Background: an optimization exercise with open tools, aiming at small area. Do not read the settings as production practice. Function was checked by simulation only, so behaviour that the tests miss may differ from the original. No activity file was given, so power comes from the tool's default toggle rates.

==> flow/design.v <==
module simproc_system #(
    parameter CLK_BITS = 10
) (
    input  logic                        clk,
    input  logic                        rst,
    input  logic    [CLK_BITS - 1 : 0]  clk_per_bit,
    input  logic                        uart_rx,
    output logic                        uart_tx,
    output logic                        halt,
    output logic                        done
);
    logic [7:0] cmd_byte;
    logic [7:0] addr_byte;
    logic [7:0] data_byte;
    logic [7:0] tx_reg;
    logic [7:0] mem_din;
    logic [7:0] mem_dout;
    logic [7:0] mem_addr;
    logic       mem_we;
    logic [7:0] din_b;
    logic [7:0] addr_b;
    logic       we_b;
    logic [7:0] dout_b;
    logic [7:0] rx_data;
    logic       rx_done;
    logic [7:0] tx_data;
    logic       tx_en;
    logic       tx_busy;
    logic       tx_done;
    logic [7:0] pc_set_val;
    logic       pc_set_wr;
    logic       run;
    logic [7:0] pc_val;
    dp_ram #(
        .DATA_WIDTH(8),
        .MEM_DEPTH(64)
    ) RAM1 (
        .clk(clk),
        .din_a(mem_din),
        .addr_a(mem_addr),
        .we_a(mem_we),
        .dout_a(mem_dout),
        .din_b(din_b),
        .addr_b(addr_b),
        .we_b(we_b),
        .dout_b(dout_b)
    );
    simproc CPU1 (
        .clk(clk),
        .rst(rst),
        .mem_din(mem_din),
        .mem_addr(mem_addr),
        .mem_we(mem_we),
        .mem_dout(mem_dout),
        .pc_set_val(pc_set_val),
        .pc_set_wr(pc_set_wr),
        .run(run),
        .pc_val(pc_val),
        .halt(halt),
        .done(done)
    );
    UART_wrapper #(
        .CLK_BITS(CLK_BITS),
        .DATA_WIDTH(8),
        .PARITY_BITS(0),
        .STOP_BITS(1)
    ) UART1 (
        .clk(clk),
        .rst(rst),
        .clk_per_bit(clk_per_bit),
        .TX_dataIn(tx_data),
        .TX_en(tx_en),
        .RX_dataIn(uart_rx),
        .TX_out(uart_tx),
        .TX_done(tx_done),
        .TX_busy(tx_busy),
        .RX_dataOut(rx_data),
        .RX_done(rx_done),
        .RX_parityError()
    );
    typedef enum logic [2:0] { 
        UART_IDLE,
        WAIT_CMD,
        WAIT_ADDR,
        WAIT_DATA,
        EXEC,
        SEND_RESP,
        SEND_WAIT
    } uart_state_t;
    typedef enum logic [7:0] {
        CMD_READ    = 8'hA3,
        CMD_WRITE   = 8'h5C,
        CMD_PING    = 8'hF0,
        CMD_RUN     = 8'h3F,
        CMD_HALT    = 8'hC7,
        CMD_STEP    = 8'h6D,
        CMD_SET_PC  = 8'h99,
        CMD_GET_PC  = 8'hB2 
    } cmd_t;
    uart_state_t uart_curr_state, uart_next_state;
    logic       tx_start;
    logic [7:0] tx_buffer;
    logic       run_reg;
    logic       step_pulse;
    always_comb begin
        uart_next_state = uart_curr_state;
        tx_data         = 8'h00;
        tx_en           = 0;
        tx_buffer       = 8'b0;
        run             = step_pulse | run_reg;
        pc_set_val      = 8'b0;
        pc_set_wr       = 0;
        din_b           = 8'b0;
        addr_b          = 8'b0;
        we_b            = 0;
        case(uart_curr_state)
            UART_IDLE: begin
                uart_next_state = WAIT_CMD;
            end
            WAIT_CMD: begin
                if (rx_done) begin
                    uart_next_state = WAIT_ADDR;
                end
            end
            WAIT_ADDR: begin
                if (rx_done) begin
                    uart_next_state = WAIT_DATA;
                end
            end
            WAIT_DATA: begin
                if (rx_done) begin
                    uart_next_state = EXEC;
                end
            end 
            EXEC: begin
                uart_next_state = WAIT_CMD;
                case (cmd_byte)
                    CMD_READ: begin
                        addr_b          = addr_byte;
                        tx_buffer       = dout_b;
                        uart_next_state = SEND_RESP;
                    end
                    CMD_WRITE: begin
                        addr_b          = addr_byte;
                        din_b           = data_byte;
                        we_b            = 1;
                        uart_next_state = WAIT_CMD;
                    end
                    CMD_PING: begin
                        tx_buffer       = 8'hAA;
                        uart_next_state = SEND_RESP;
                    end
                    CMD_RUN: begin
                        uart_next_state = WAIT_CMD;
                    end
                    CMD_HALT: begin
                        uart_next_state = WAIT_CMD;
                    end
                    CMD_STEP: begin
                        uart_next_state = WAIT_CMD;
                    end
                    CMD_SET_PC: begin
                        pc_set_val      = addr_byte;
                        pc_set_wr       = 1; 
                        uart_next_state = WAIT_CMD;
                    end
                    CMD_GET_PC: begin
                        tx_buffer       = pc_val;
                        uart_next_state = SEND_RESP;
                    end
                    default: begin
                        uart_next_state = WAIT_CMD;
                    end
                endcase
            end
            SEND_RESP: begin
                tx_data = tx_reg;
                tx_en   = 1;
                uart_next_state = SEND_WAIT;
            end
            SEND_WAIT: begin
                tx_data = tx_reg;
                if (tx_done) begin
                    uart_next_state = WAIT_CMD;
                end
                else begin
                    uart_next_state = SEND_WAIT;
                end
            end
            default: uart_next_state = UART_IDLE;
        endcase
    end
    always_ff @(posedge clk) begin
        if (rst) begin
            uart_curr_state <= UART_IDLE;
            cmd_byte        <= 8'b0;
            addr_byte       <= 8'b0;
            data_byte       <= 8'b0;
            tx_reg          <= 8'b0;
            run_reg         <= 0;
            step_pulse      <= 0;
        end
        else begin
            uart_curr_state <= uart_next_state;
            if (rx_done) begin
                case (uart_curr_state)
                    WAIT_CMD:   cmd_byte    <= rx_data;
                    WAIT_ADDR:  addr_byte   <= rx_data;
                    WAIT_DATA:  data_byte   <= rx_data;
                endcase
            end
            if (uart_curr_state == EXEC && uart_next_state == SEND_RESP) begin
                tx_reg <= tx_buffer;
            end
            if (uart_curr_state == EXEC && cmd_byte == CMD_RUN) begin
                run_reg <= 1;
            end
            else if (uart_curr_state == EXEC && cmd_byte == CMD_HALT) begin
                run_reg <= 0;
            end
            if (uart_curr_state == EXEC && cmd_byte == CMD_STEP) begin
                step_pulse <= 1;
            end
            else begin
                step_pulse <= 0;
            end
        end
    end
endmodule
module simproc (
    input  logic            clk,
    input  logic            rst,
    output logic    [7:0]   mem_din,
    output logic    [7:0]   mem_addr,
    output logic            mem_we,
    input  logic    [7:0]   mem_dout,
    input  logic    [7:0]   pc_set_val,
    input  logic            pc_set_wr,
    input  logic            run,
    output logic    [7:0]   pc_val,
    output logic            halt,
    output logic            done
);
    logic [2:0] alu_op;
    logic [7:0] alu_in_a;
    logic [7:0] alu_in_b;
    logic       alu_n, alu_z;
    logic [7:0] alu_out;
    logic       rf_write;
    logic [1:0] rf_reg_a_in;
    logic [1:0] rf_reg_b_in;
    logic [1:0] rf_reg_w_in;
    logic [7:0] rf_data_w_in;
    logic [7:0] rf_data_a_out;
    logic [7:0] rf_data_b_out;
    logic [7:0] pc_in;
    logic       pc_wr;
    logic [7:0] pc_out;
    ALU ALU1 (
        .ALUop(alu_op),
        .A(alu_in_a),
        .B(alu_in_b),
        .N(alu_n),
        .Z(alu_z),
        .ALUout(alu_out)
    );
    register_file RF1 (
        .clk(clk),
        .rst(rst),
        .RFWrite(rf_write),
        .regA(rf_reg_a_in),
        .regB(rf_reg_b_in),
        .regW(rf_reg_w_in),
        .dataW(rf_data_w_in),
        .dataA(rf_data_a_out),
        .dataB(rf_data_b_out)
    );
    program_counter PC1 (
        .clk(clk),
        .rst(rst),
        .pc_in(pc_in),
        .pc_wr(pc_wr),
        .pc_out(pc_out)
    );
    logic [7:0] instr_reg_in;
    logic [7:0] instr_reg_out;
    logic [7:0] mdr_in;
    logic [7:0] mdr_out;
    logic [7:0] reg_a_in;
    logic [7:0] reg_a_out;
    logic [7:0] reg_b_in;
    logic [7:0] reg_b_out;
    logic [7:0] alu_reg_in;
    logic [7:0] alu_reg_out;
    logic       n_flag_in, z_flag_in;
    logic       n_flag_out, z_flag_out;
    logic       ir_load;
    logic       mdr_load;
    logic       ab_load;
    logic       alu_out_load;
    logic       flag_wr;
    always_comb begin
        n_flag_in       = alu_n;
        z_flag_in       = alu_z;
        alu_reg_in      = alu_out;
        reg_a_in        = rf_data_a_out;
        reg_b_in        = rf_data_b_out;
        mdr_in          = mem_dout;
        instr_reg_in    = mem_dout;
        pc_val          = pc_out;
    end
    typedef enum logic[2:0] { 
        IDLE, CYCLE_1, CYCLE_2, CYCLE_3, CYCLE_4, CYCLE_5
    } state_t;
    typedef enum logic [2:0] {
        ALU_ADD  = 3'b000,
        ALU_SUB  = 3'b001,
        ALU_OR   = 3'b010,
        ALU_NAND = 3'b011,
        ALU_SHL  = 3'b100,
        ALU_SHR  = 3'b101
    } aluop_t;
    typedef enum logic [3:0] {
        OP_ADD   = 4'b0100,
        OP_SUB   = 4'b0110,
        OP_NAND  = 4'b1000,
        OP_ORI   = 4'b0111,   
        OP_LOAD  = 4'b0000,
        OP_STORE = 4'b0010,
        OP_BNZ   = 4'b1001,
        OP_BPZ   = 4'b0101,
        OP_BZ    = 4'b1010,
        OP_SHIFT = 4'b0011,   
        OP_JUMP  = 4'b0001    
    } opcode_t;
    typedef enum logic {
        SHIFT_R  = 1'b0,
        SHIFT_L  = 1'b1
    } shift_t;
    state_t curr_state, next_state;
    always_comb begin
        next_state      = curr_state;
        done            = 0;
        halt            = 0;
        pc_in           = 8'b0;
        pc_wr           = 0;
        alu_in_a        = 8'b0;
        alu_in_b        = 8'b0;
        mem_addr        = 8'b0;
        mem_we          = 0;
        mem_din         = 8'b0;
        ir_load         = 0;
        rf_write        = 0;
        rf_data_w_in    = 8'b0;
        alu_op          = ALU_ADD;
        alu_out_load    = 0;
        flag_wr         = 0;
        rf_reg_a_in     = 2'b0;
        rf_reg_b_in     = 2'b0;
        ab_load         = 0;
        mdr_load        = 0;
        rf_reg_w_in     = 2'b0;
        case (curr_state)
            IDLE: begin
                halt = 1;
                pc_in = pc_set_val;
                pc_wr = pc_set_wr;
                if (run) begin
                    next_state = CYCLE_1;
                end
                else begin
                    next_state = IDLE;
                end
            end
            CYCLE_1: begin
                mem_addr        = pc_out;
                ir_load         = 1;
                alu_in_a        = pc_out;
                alu_in_b        = 8'h01;
                alu_op          = ALU_ADD;
                pc_in           = alu_out;
                pc_wr           = 1;
                next_state      = CYCLE_2;
            end
            CYCLE_2: begin
                rf_reg_a_in     = instr_reg_out[7:6];
                rf_reg_b_in     = instr_reg_out[5:4];
                ab_load         = 1;
                next_state      = CYCLE_3;
            end
            CYCLE_3: begin
                next_state = IDLE;
                if (instr_reg_out[3:0] == OP_ADD || instr_reg_out[3:0] == OP_SUB ||
                    instr_reg_out[3:0] == OP_NAND) begin
                    case (instr_reg_out[3:0])
                        OP_ADD:  alu_op = ALU_ADD;
                        OP_SUB:  alu_op = ALU_SUB;
                        OP_NAND: alu_op = ALU_NAND;
                        default: alu_op = ALU_ADD;
                    endcase
                    alu_in_a        = reg_a_out;
                    alu_in_b        = reg_b_out;
                    alu_out_load    = 1;
                    flag_wr         = 1;
                    next_state = CYCLE_4;
                end
                else if (instr_reg_out[2:0] == OP_SHIFT[2:0]) begin
                    if (instr_reg_out[5] == 1)
                        alu_op = ALU_SHL;
                    else
                        alu_op = ALU_SHR;
                    alu_in_a        = reg_a_out;
                    alu_in_b        = {6'b0, instr_reg_out[4:3]};
                    alu_out_load    = 1;
                    flag_wr         = 1;
                    next_state      = CYCLE_4;
                end
                else if (instr_reg_out[3:0] == OP_LOAD) begin
                    mem_addr        = reg_b_out;
                    mdr_load        = 1;
                    next_state      = CYCLE_4;
                end
                else if (instr_reg_out[3:0] == OP_STORE) begin
                    mem_addr        = reg_b_out;
                    mem_din         = reg_a_out;
                    mem_we          = 1;
                    done            = 1;
                    if (run)
                        next_state = CYCLE_1;
                    else
                        next_state = IDLE;
                end
                else if (instr_reg_out[3:0] == OP_BNZ || instr_reg_out[3:0] == OP_BPZ ||
                    instr_reg_out[3:0] == OP_BZ || instr_reg_out[3:0] == OP_JUMP) begin
                    case (instr_reg_out[3:0])
                        OP_BNZ: if (!z_flag_out) pc_wr = 1;
                        OP_BPZ: if (!n_flag_out) pc_wr = 1;
                        OP_BZ:  if (z_flag_out)  pc_wr = 1;
                        OP_JUMP:                 pc_wr = 1;
                    endcase
                    alu_in_a        = pc_out;
                    alu_in_b        = {{4{instr_reg_out[7]}}, instr_reg_out[7:4]};
                    alu_op          = ALU_ADD;
                    pc_in           = alu_out;
                    done            = 1;
                    if (run)
                        next_state = CYCLE_1;
                    else
                        next_state = IDLE;
                end
                else if (instr_reg_out[2:0] == OP_ORI[2:0]) begin
                    rf_reg_a_in     = 2'b0;  
                    ab_load         = 1;
                    next_state      = CYCLE_4;
                end
            end
            CYCLE_4: begin
                next_state = IDLE;
                if (instr_reg_out[3:0] == OP_ADD || instr_reg_out[3:0] == OP_SUB ||
                    instr_reg_out[3:0] == OP_NAND || instr_reg_out[2:0] == OP_SHIFT[2:0]) 
                    begin
                    rf_reg_w_in     = instr_reg_out[7:6];
                    rf_data_w_in    = alu_reg_out;
                    rf_write        = 1;
                    done            = 1;
                    if (run)
                        next_state = CYCLE_1;
                    else
                        next_state = IDLE;
                end
                else if (instr_reg_out[3:0] == OP_LOAD) begin
                    rf_reg_w_in     = instr_reg_out[7:6];
                    rf_data_w_in    = mdr_out;
                    rf_write        = 1;
                    done            = 1;
                    if (run)
                        next_state = CYCLE_1;
                    else
                        next_state = IDLE;
                end
                else if (instr_reg_out[2:0] == OP_ORI[2:0]) begin
                    alu_in_a        = reg_a_out;
                    alu_in_b        = {3'b0, instr_reg_out[7:3]};
                    alu_op          = ALU_OR;
                    alu_out_load    = 1;
                    flag_wr         = 1;
                    next_state      = CYCLE_5;
                end
            end
            CYCLE_5: begin
                    rf_reg_w_in     = 2'b0;  
                    rf_data_w_in    = alu_reg_out;
                    rf_write        = 1;
                    done            = 1;
                    if (run)
                        next_state = CYCLE_1;
                    else
                        next_state = IDLE;
            end
            default: next_state = IDLE;
        endcase
    end
    always_ff @(posedge clk) begin
        if (rst) begin
            curr_state      <= IDLE;
            instr_reg_out   <= 8'b0;
            mdr_out         <= 8'b0;
            reg_a_out       <= 8'b0;
            reg_b_out       <= 8'b0;
            alu_reg_out     <= 8'b0;
            n_flag_out      <= 0;
            z_flag_out      <= 0;
        end
        else begin
            curr_state <= next_state;
            if (ir_load) begin
                instr_reg_out   <= instr_reg_in;
            end
            if (mdr_load) begin
                mdr_out         <= mdr_in;
            end
            if (ab_load) begin
                reg_a_out       <= reg_a_in;
                reg_b_out       <= reg_b_in;
            end
            if (alu_out_load) begin
                alu_reg_out     <= alu_reg_in;
            end
            if (flag_wr) begin
                n_flag_out      <= n_flag_in;
                z_flag_out      <= z_flag_in;
            end
        end
    end
endmodule
module register_file (
	input  logic            clk,
    input  logic            rst,
	input  logic            RFWrite,
	input  logic    [1:0]   regA,
	input  logic    [1:0]   regB,
	input  logic    [1:0]   regW,
	input  logic    [7:0]   dataW,
	output logic    [7:0]   dataA,
	output logic    [7:0]   dataB
);
    logic [7:0] rf[0:3];
	always_ff @ (posedge clk) begin
        if (rst) begin
            rf[0] <= 8'b0;
            rf[1] <= 8'b0;
            rf[2] <= 8'b0;
            rf[3] <= 8'b0;
        end
		else if (RFWrite) begin
            rf[regW] <= dataW;
		end
	end
	always_comb begin
        dataA = rf[regA];
        dataB = rf[regB];
    end
endmodule
module program_counter (
    input  logic            clk,
    input  logic            rst,
    input  logic    [7:0]   pc_in,
    input  logic            pc_wr,
    output logic    [7:0]   pc_out
); 
    always_ff @ (posedge clk) begin
        if (rst) begin
            pc_out <= 8'b0;
        end
        else if (pc_wr) begin
            pc_out <= pc_in;
        end
    end
endmodule
module ALU (
    input  logic    [2:0]   ALUop,
    input  logic    [7:0]   A,
    input  logic    [7:0]   B,
    output logic            N,
    output logic            Z,
    output logic    [7:0]   ALUout
);
    typedef enum logic [2:0] {
        ADD  = 3'b000,
        SUB  = 3'b001,
        OR   = 3'b010,
        NAND = 3'b011,
        SHL  = 3'b100,
        SHR  = 3'b101
    } aluop_t;
    always @ (*) begin
        case(ALUop) 
            ADD:        ALUout = A + B;
            SUB:        ALUout = A - B;
            OR:         ALUout = A | B;
            NAND:       ALUout = ~(A & B);
            SHL:        ALUout = A << B[1:0];
            SHR:        ALUout = A >> B[1:0];
            default:    ALUout = 8'h00; 
        endcase
    end
    assign N = ALUout[7];
    assign Z = ~(|ALUout);
endmodule
module dp_ram #(
    parameter DATA_WIDTH = 8,
    parameter MEM_DEPTH = 32
) (
    input  logic            clk,
	input  logic    [7:0]   din_a,
    input  logic    [7:0]   addr_a,
    input  logic            we_a,
    output logic    [7:0]   dout_a,
    input  logic    [7:0]   din_b,
    input  logic    [7:0]   addr_b,
    input  logic            we_b,
    output logic    [7:0]   dout_b
);
    logic [7:0] mem [0:MEM_DEPTH-1];
    localparam MEM_ABITS = $clog2(MEM_DEPTH);
    always_ff @ (posedge clk) begin
        if (we_a) begin
            mem[addr_a[MEM_ABITS-1:0]] <= din_a;
        end
        if (we_b) begin
            mem[addr_b[MEM_ABITS-1:0]] <= din_b;
        end
    end
    always_comb begin
        dout_a = mem[addr_a[MEM_ABITS-1:0]];
        dout_b = mem[addr_b[MEM_ABITS-1:0]];
    end    
endmodule
module UART_wrapper #(
    parameter CLK_BITS     = 8,  
    parameter DATA_WIDTH   = 8,
    parameter PARITY_BITS  = 0,
    parameter STOP_BITS    = 1
) (
    input  logic                    clk,
    input  logic                    rst,
    input  logic   [CLK_BITS-1:0]   clk_per_bit,
    input  logic   [DATA_WIDTH-1:0] TX_dataIn,
    input  logic                    TX_en,
    input  logic                    RX_dataIn,
    output logic                    TX_out,
    output logic                    TX_done,
    output logic                    TX_busy,
    output logic   [DATA_WIDTH-1:0] RX_dataOut,
    output logic                    RX_done,
    output logic                    RX_parityError
);
    UART_TX #(
        .CLK_BITS(CLK_BITS),
        .DATA_WIDTH(DATA_WIDTH),
        .PARITY_BITS(PARITY_BITS),
        .STOP_BITS(STOP_BITS)
        ) 
        UART_TX1 ( 
        .clk(clk),
        .rst(rst),
        .clk_per_bit(clk_per_bit),
        .dataIn(TX_dataIn),
        .TXen(TX_en),
        .TXout(TX_out),
        .TXdone(TX_done),
        .busy(TX_busy)
    );
    UART_RX #(
        .CLK_BITS(CLK_BITS),
        .DATA_WIDTH(DATA_WIDTH),
        .PARITY_BITS(PARITY_BITS),
        .STOP_BITS(STOP_BITS)
        )
        UART_RX1 (
        .clk(clk),
        .rst(rst),
        .clk_per_bit(clk_per_bit),
        .dataIn(RX_dataIn),
        .RXout(RX_dataOut),
        .RXdone(RX_done),
        .parityError(RX_parityError)
    );
endmodule
module UART_RX #(
    parameter CLK_BITS = 8,    
    parameter DATA_WIDTH = 8,
    parameter STOP_BITS = 2,   
    parameter PARITY_BITS = 1,
    parameter PACKET_SIZE = DATA_WIDTH + STOP_BITS + PARITY_BITS + 1
) ( 
    input  logic                                clk,
    input  logic                                rst,
    input  logic    [CLK_BITS - 1 : 0]          clk_per_bit,
    input  logic                                dataIn,
    output logic    [DATA_WIDTH - 1 : 0]        RXout,
    output logic                                RXdone,
    output logic                                parityError
);
    localparam indexBits = $clog2(PACKET_SIZE);
    logic   [indexBits - 1 : 0]     index;
    logic   [CLK_BITS - 1 : 0]      clkCount;
    logic                           regInMeta;
    logic                           regIn;
    logic                           parity;
    logic    [DATA_WIDTH - 1 : 0]    dataOut;
    logic                           dataDone;
    always_ff @(posedge clk) begin
        regInMeta <= dataIn;
        regIn <= regInMeta;
    end
    typedef enum logic [1:0] {
        IDLE,
        START,
        RECEIVE,
        DONE
    } 
    state_t;
    state_t state;
    always_ff @(posedge clk) begin
        if (rst) begin
            dataOut <= 0;
            state <= IDLE;
            index <= 1'b0;
            clkCount <= 0;
            dataDone <= 0;
        end
        else begin
            case (state)
                IDLE: begin
                    clkCount <= 0;
                    index <= 0;
                    dataOut <= 0;
                    dataDone <= 0;
                    if (regIn == 1'b0) begin     
                        state <= START;
                    end
                    else begin
                        state <= IDLE;
                    end
                end
                START: begin
                    if (clkCount == ((clk_per_bit - 1) >> 1)) begin
                        clkCount <= 0;
                        state <= RECEIVE;
                    end
                    else begin
                        clkCount <= clkCount + 1;
                        state <= START;
                    end
                end
                RECEIVE: begin
                    if (clkCount < clk_per_bit - 1) begin
                        clkCount <= clkCount + 1;
                        state <= RECEIVE;
                    end
                    else begin
                        clkCount <= 0;
                        if (index < DATA_WIDTH) begin
                            dataOut[index] <= regIn;
                            index <= index + 1;
                            state <= RECEIVE;
                        end
                        else if (index == DATA_WIDTH && PARITY_BITS > 0) begin
                            parity <= regIn;
                            state <= DONE;
                        end
                        else begin
                            state <= DONE;
                        end
                    end
                end
                DONE: begin
                    if (clkCount < clk_per_bit - 1) begin
                        clkCount <= clkCount + 1;
                        state <= DONE;
                    end
                    else begin
                        clkCount <= 0;
                        state <= IDLE;
                        dataDone <= 1'b1;
                        index <= 0;
                        RXout <= dataOut;
                    end
                end
                default: begin
                    state <= IDLE;
                end
            endcase
        end 
    end
    always_comb begin
        RXdone = dataDone;
        if (PARITY_BITS > 0) begin
            parityError = (^RXout) ^ parity;
        end
        else begin
            parityError = 0;
        end
    end
endmodule
module UART_TX #(
    parameter CLK_BITS = 8,          
    parameter DATA_WIDTH = 8,
    parameter STOP_BITS = 1,         
    parameter PARITY_BITS = 1,       
    parameter PACKET_SIZE = DATA_WIDTH + STOP_BITS + PARITY_BITS + 1 
) ( 
    input  logic                                clk,
    input  logic                                rst,
    input  logic      [CLK_BITS - 1 : 0]        clk_per_bit,
    input  logic      [DATA_WIDTH - 1 : 0]      dataIn,
    input  logic                                TXen,
    output logic                                TXout,
    output logic                                TXdone,
    output logic                                busy
);
    localparam indexBits = $clog2(PACKET_SIZE);
    logic   [PACKET_SIZE - 1 : 0]       packet;
    logic                               parityBit;
    logic   [indexBits - 1 : 0]         index;
    logic   [CLK_BITS - 1 : 0]          clkCount;
    typedef enum logic [1:0] {
        IDLE,
        TRANSMIT,
        DONE
    } 
    state_t;
    state_t state;
    always_comb begin
        parityBit = ^dataIn;     
    end
    always_ff @(posedge clk) begin
        if (rst) begin
            TXout       <= 1'b1;
            state       <= IDLE;
            busy        <= 1'b0;
            index       <= 1'b0;
            clkCount    <= 0;
            TXdone      <= 0;
        end
        else begin
            case (state)
                IDLE: begin
                    TXout       <= 1'b1;
                    index       <= 1'b0;
                    clkCount    <= 0;
                    TXdone      <= 0;
                    if (TXen) begin
                        if (PARITY_BITS > 0) begin
                            packet <= {{STOP_BITS{1'b1}}, parityBit, dataIn, 1'b0};
                        end 
                        else begin
                            packet <= {{STOP_BITS{1'b1}}, dataIn, 1'b0};
                        end
                        busy <= 1'b1;
                        state <= TRANSMIT;
                    end
                    else begin
                        state <= IDLE;
                    end
                end
                TRANSMIT: begin
                    TXout <= packet[index];
                    if (clkCount < clk_per_bit - 1) begin
                        clkCount <= clkCount + 1;
                        state <= TRANSMIT;
                    end
                    else begin
                        clkCount <= 0;
                        if (index == PACKET_SIZE - 1) begin
                            state <= DONE;
                        end
                        else begin
                            index <= index + 1;
                            state <= TRANSMIT;
                        end
                    end
                end
                DONE: begin
                    state       <= IDLE;
                    busy        <= 1'b0;
                    TXdone      <= 1'b1;
                    index       <= 1'b0;
                    clkCount    <= 0;
                end
                default: begin
                    state <= IDLE;
                end
            endcase
        end 
    end
endmodule
`default_nettype none
module tt_um_ieeeuoftasic_simproc (
    input  wire [7:0] ui_in,     
    output wire [7:0] uo_out,    
    input  wire [7:0] uio_in,    
    output wire [7:0] uio_out,   
    output wire [7:0] uio_oe,    
    input  wire       ena,       
    input  wire       clk,       
    input  wire       rst_n      
);
  wire rst;
  wire [9:0] clk_per_bit;
  assign clk_per_bit = {uio_in[7:0], 2'b00};  
  assign rst = ~rst_n;
  assign uio_oe = 8'b0000_0000;  
  assign uio_out = 8'b0000_0000;  
  assign uo_out[7:3] = 5'b0_0000;  
  simproc_system #(
     .CLK_BITS(10)
  ) U1 (
      .clk(clk),
      .rst(rst),
      .clk_per_bit(clk_per_bit),
      .uart_rx(ui_in[0]),
      .uart_tx(uo_out[0]),
      .halt(uo_out[1]),
      .done(uo_out[2])
  );
  wire _unused = &{ui_in[7:1], ena, 1'b0};
endmodule
==> flow/run.sh <==
#!/bin/bash
# synth_recipe.tcl (not shown) runs the flow's synth.tcl, then flattens the netlist and writes it again
# the make line also repeats each setting of config.mk as NAME=value (left out here)
make -C /OpenROAD-flow-scripts/flow DESIGN_CONFIG=/design/flow/config.mk WORK_HOME=/design/flow/orfs CLKGATE_MAP_FILE= SYNTH_SCRIPT=/design/flow/synth_recipe.tcl finish
==> flow/config.mk <==
export PLATFORM = sky130hd
export DESIGN_NAME = tt_um_ieeeuoftasic_simproc
export DESIGN_NICKNAME = tt_um_ieeeuoftasic_simproc
export VERILOG_FILES = /design/flow/design.v
export SDC_FILE = /design/flow/constraint.sdc
export NUM_CORES = 4
export LEC_CHECK = 0
export CAP_MARGIN = 20
export CORE_MARGIN = 2
export CORE_UTILIZATION = 45
export SLEW_MARGIN = 20
==> flow/constraint.sdc <==
create_clock -name core_clock -period 20.0 [get_ports {clk}]
set_input_delay 4.0000 -clock core_clock [delete_from_list [all_inputs] [get_ports {clk}]]
set_output_delay 4.0000 -clock core_clock [all_outputs]
set_load 0.01 [all_outputs]
==> results.py <==
metrics = {
    "run_status": {
        "status": "finished clean",
    },
    "min_path": {
        "hold_path_class": "register to register",
    },
    "die": {
        "dieArea_sq_um": 92400,
        "initial_core_util_pct": 45.2,
        "core_area_sq_um": 89600,
        "dieHeight_microns": 304,
        "io_pins": 43,
        "core.rowCount": 110,
        "die_x_microns": 304,
    },
    "layout": {
        "largest_register_ffs": 512,
        "fill_cells": 8329,
        "areaGrowthSynthToFinish_pct": 9.81,
        "drive_gt1_share_pct": 9.59,
        "layout_commonest_cell": "nand2_1",
        "mostFrequentLayoutCells": "nand2_1, o21ai_0, edfxtp_1",
        "final_core_utilization_pct": 49.6,
        "nNetsFinal": 4348,
    },
    "setup_path": {
        "crit_chain": "nand2_1 -> nor2_1 -> nor3_1 -> o21ai_0 -> clkdlybuf4s50_1",
        "critPathLaunchType": "register",
        "required_ns": 16.00,
        "crit_family": "flip-flops",
        "crit_buf_inv": 1,
        "cp_max_fo": 20,
        "slowest_delay_ns": 0.83,
        "slowest_stage": "dfxtp_1",
        "cp_data_arrival_time_ns": 3.22,
        "crit_type": "register to output port",
        "end_kind": "output port",
    },
    "timing": {
        "setup_tns_ns": 0,
        "fin_crit_ns": 7.22,
        "slew_headroom_pct": 11.5,
        "setup-violations-final": 0,
        "slew_viol_final": 0,
        "clock_skew_ns": 0.0355,
        "finalCritPeriodShare_pct": 36.1,
        "fmax_ghz": 0.138,
        "hold_viol": 0,
        "tightest_slew_ns": 1.31,
        "rsz0062_at_grt": "no",
        "holdWs_ns": 0.341,
    },
    "grt": {
        "grt_pass1_wl_mm": 263,
        "grt_overflow": 0,
        "grt_max_degree": 66,
        "first_global_vias": 34900,
        "antenna_found_initial": 11,
        "gr-usage-all-layers_pct": 39.5,
    },
    "synthesis": {
        "synth-edff-count": 560,
        "syn_inst": 4461,
        "synth_ff_type": "edfxtp_1",
        "ys_seq_area_share_pct": 48.1,
        "synth.distinct_cells": 106,
        "netlist_area_sq_um": 40500,
        "synth_seq_cells": 694,
        "syn_area_per_cell_sq_um": 9.08,
        "synth_warnings": 8,
        "synthArstFlopShare_pct": 0,
    },
    "pwr": {
        "powerDensity_nw_per_um2": 70.3,
        "vdd_drop_max_uv": 71.9,
        "p_total_mw": 3.13,
        "total_leakage_power_nw": 13.1,
    },
    "clock_tree": {
        "clkSinkCount": 694,
        "clock_path_buffers": 3,
        "cts_resized": 0,
        "insertion_delay_ns": 0.70,
        "numCtsBuffers": 81,
        "clk_pin_slew_ns": 0.06,
        "clockRootBuffer": "clkbuf_16",
        "cts_setup_buffers": 0,
        "cts_tree": "done",
        "holdBufCountCts": 0,
        "htreeDepth": 3,
    },
    "placement": {
        "gp_congestion": 1.07,
        "hpwl_mm": 119,
        "io_buffers": 13,
    },
    "routing": {
        "via_per_inst": 6.98,
        "avgRoutedWirePerCell_microns": 33.8,
        "first_pass_iters": 9,
        "drt_iter0_markers": 7000,
        "ant_nets": 0,
        "vias": 38700,
        "drc_errors": 0,
        "wl_mm": 187,
    },
    "flow_run": {
        "maxCapViolations": 0,
    },
}
worst reg2reg max path, stage by stage (launching register included):
cell and delay [ns]:
dfxtp_1 0.78, and4bb_2 0.61, a31o_2 0.22, buf_4 0.47, nand2_1 0.86, nor2_2 1.19, nand2_1 0.72, o21ai_1 1.11
synth_stat cells (all sizes together), types with 14 or more instances:
| master | n | area, sq um |
|---|---|---|
| ha | 36 | 450 |
| edfxtp | 560 | 16800 |
| nor2 | 276 | 1060 |
| a221o | 15 | 150 |
| nand2 | 889 | 3340 |
| mux2i | 146 | 1460 |
| xor2 | 17 | 149 |
| nor2b | 45 | 282 |
| nor3b | 15 | 123 |
| a31oi | 49 | 313 |
| mux2 | 25 | 285 |
| o211ai | 32 | 240 |
| buf | 106 | 553 |
| and2 | 36 | 228 |
| o22ai | 154 | 963 |
| o21ai | 640 | 3210 |
| a21boi | 24 | 184 |
| nand3 | 65 | 325 |
| a22o | 14 | 131 |
| a221oi | 66 | 578 |
| clkbuf | 316 | 1190 |
| a22oi | 47 | 353 |
| dfxtp | 134 | 2680 |
| inv | 27 | 101 |
| mux4 | 16 | 360 |
| and3 | 33 | 206 |
| a311oi | 20 | 175 |
| nand4 | 16 | 106 |
| xnor2 | 25 | 219 |
| nand2b | 28 | 178 |
| o221ai | 41 | 359 |
| a21oi | 204 | 1030 |
| nor3 | 71 | 365 |
| a211oi | 52 | 443 |
area by class of cell:
class	instances	area (sq um)	share of cell area, %
flip-flops and latches	694	19500	43.9
multi-input cells	3337	19500	43.8
clock buffers	110	2260	5.08
well taps	1176	1470	3.31
repair buffers	150	1160	2.61
clock inverters	40	475	1.07
inverters	28	110	0.248
diodes	5	12.5	0.0281
cell families (layout without fill, tap and decap cells):
| group | after synthesis | count (layout) | synth area share [%] |
|---|---|---|---|
| DFF | 694 | 694 | 48.1 |
| adders and majority gates | 37 | 37 | 1.16 |
| muxes | 187 | 187 | 5.20 |
| AOI/OAI and AO/OA | 1507 | 1507 | 23.3 |
| other | 1 | 26 | 0.00926 |
| xor gates and xnor gates | 42 | 42 | 0.908 |
| and+or+nand+nor | 1543 | 1543 | 16.7 |
| buffers and inverters | 450 | 328 | 4.57 |
metal layers:
metal | vias up | GRT usage [%] | wire length (microns)
li1 | 16200 | - | -
met1 | 18100 | 51.0 | 68000
met2 | 3426 | 54.0 | 73000
met3 | 920 | 16.5 | 30400
met4 | 12 | 25.8 | 15700
met5 | - | 0 | 127
power by group:
| part | internal (mW) | leakage [nW] | switching, mW | total (mW) |
|---|---|---|---|---|
| registers | 1.54 | 5.09 | 0.00261 | 1.54 |
| clock network | 0.911 | 1.33 | 0.653 | 1.56 |
| logic | 0.00758 | 6.71 | 0.0119 | 0.0195 |
final timing paths:
| kind | start | end | slack, ns | cells after the start |
|---|---|---|---|---|
| setup / recovery | U1.CPU1.instr_reg_out[0] | uo_out[2] | 12.78 | 5 |
| hold / removal | U1.UART1.UART_RX1.regInMeta | U1.UART1.UART_RX1.regIn | 0.34 | 0 |
| setup reg to reg | U1.CPU1.curr_state[0] | U1.RAM1.mem[25][5] | 13.66 | 7 |
| hold reg to reg | U1.UART1.UART_RX1.regInMeta | U1.UART1.UART_RX1.regIn | 0.34 | 0 |
per-stage QoR:
| step | cells | worst slack, ns | area, sq um |
|---|---|---|---|
| 5_1_grt | 5535 | 12.60 | 44500 |
| 4_1_cts | 5532 | 12.78 | 44400 |
| 2_1_floorplan | 4481 | 13.47 | 40600 |
| 6_report | 5540 | 12.78 | 44500 |
| 3_5_place_dp | 5382 | 12.29 | 41600 |
| 3_3_place_gp | 5382 | 12.24 | 41600 |

-- what the ideal ports hide --
No port has a modelled driver above. Below, the same layout with a new extraction and two added sets of constraints. Step 1: set_driving_cell puts a clkbuf_16 on clk and a buf_2 on each other input, an assumption about the parent block. Step 2, shift: input delay + t, output delay - t, t = (earliest + latest rising clock arrival at the registers) / 2. This alone moves slack from input paths to output paths. Slacks: ideal ports / drivers / drivers and shift; pairs: ideal ports / drivers.
shift t [ns]: 0.749
setup slack, ns: 12.779 / 12.709 / 12.213
cell pins on the clock port's net: 1
After both steps this run still meets setup and hold. For this run, drivers alone change the setup slack by -0.070 ns; drivers and shift together by -0.566 ns.
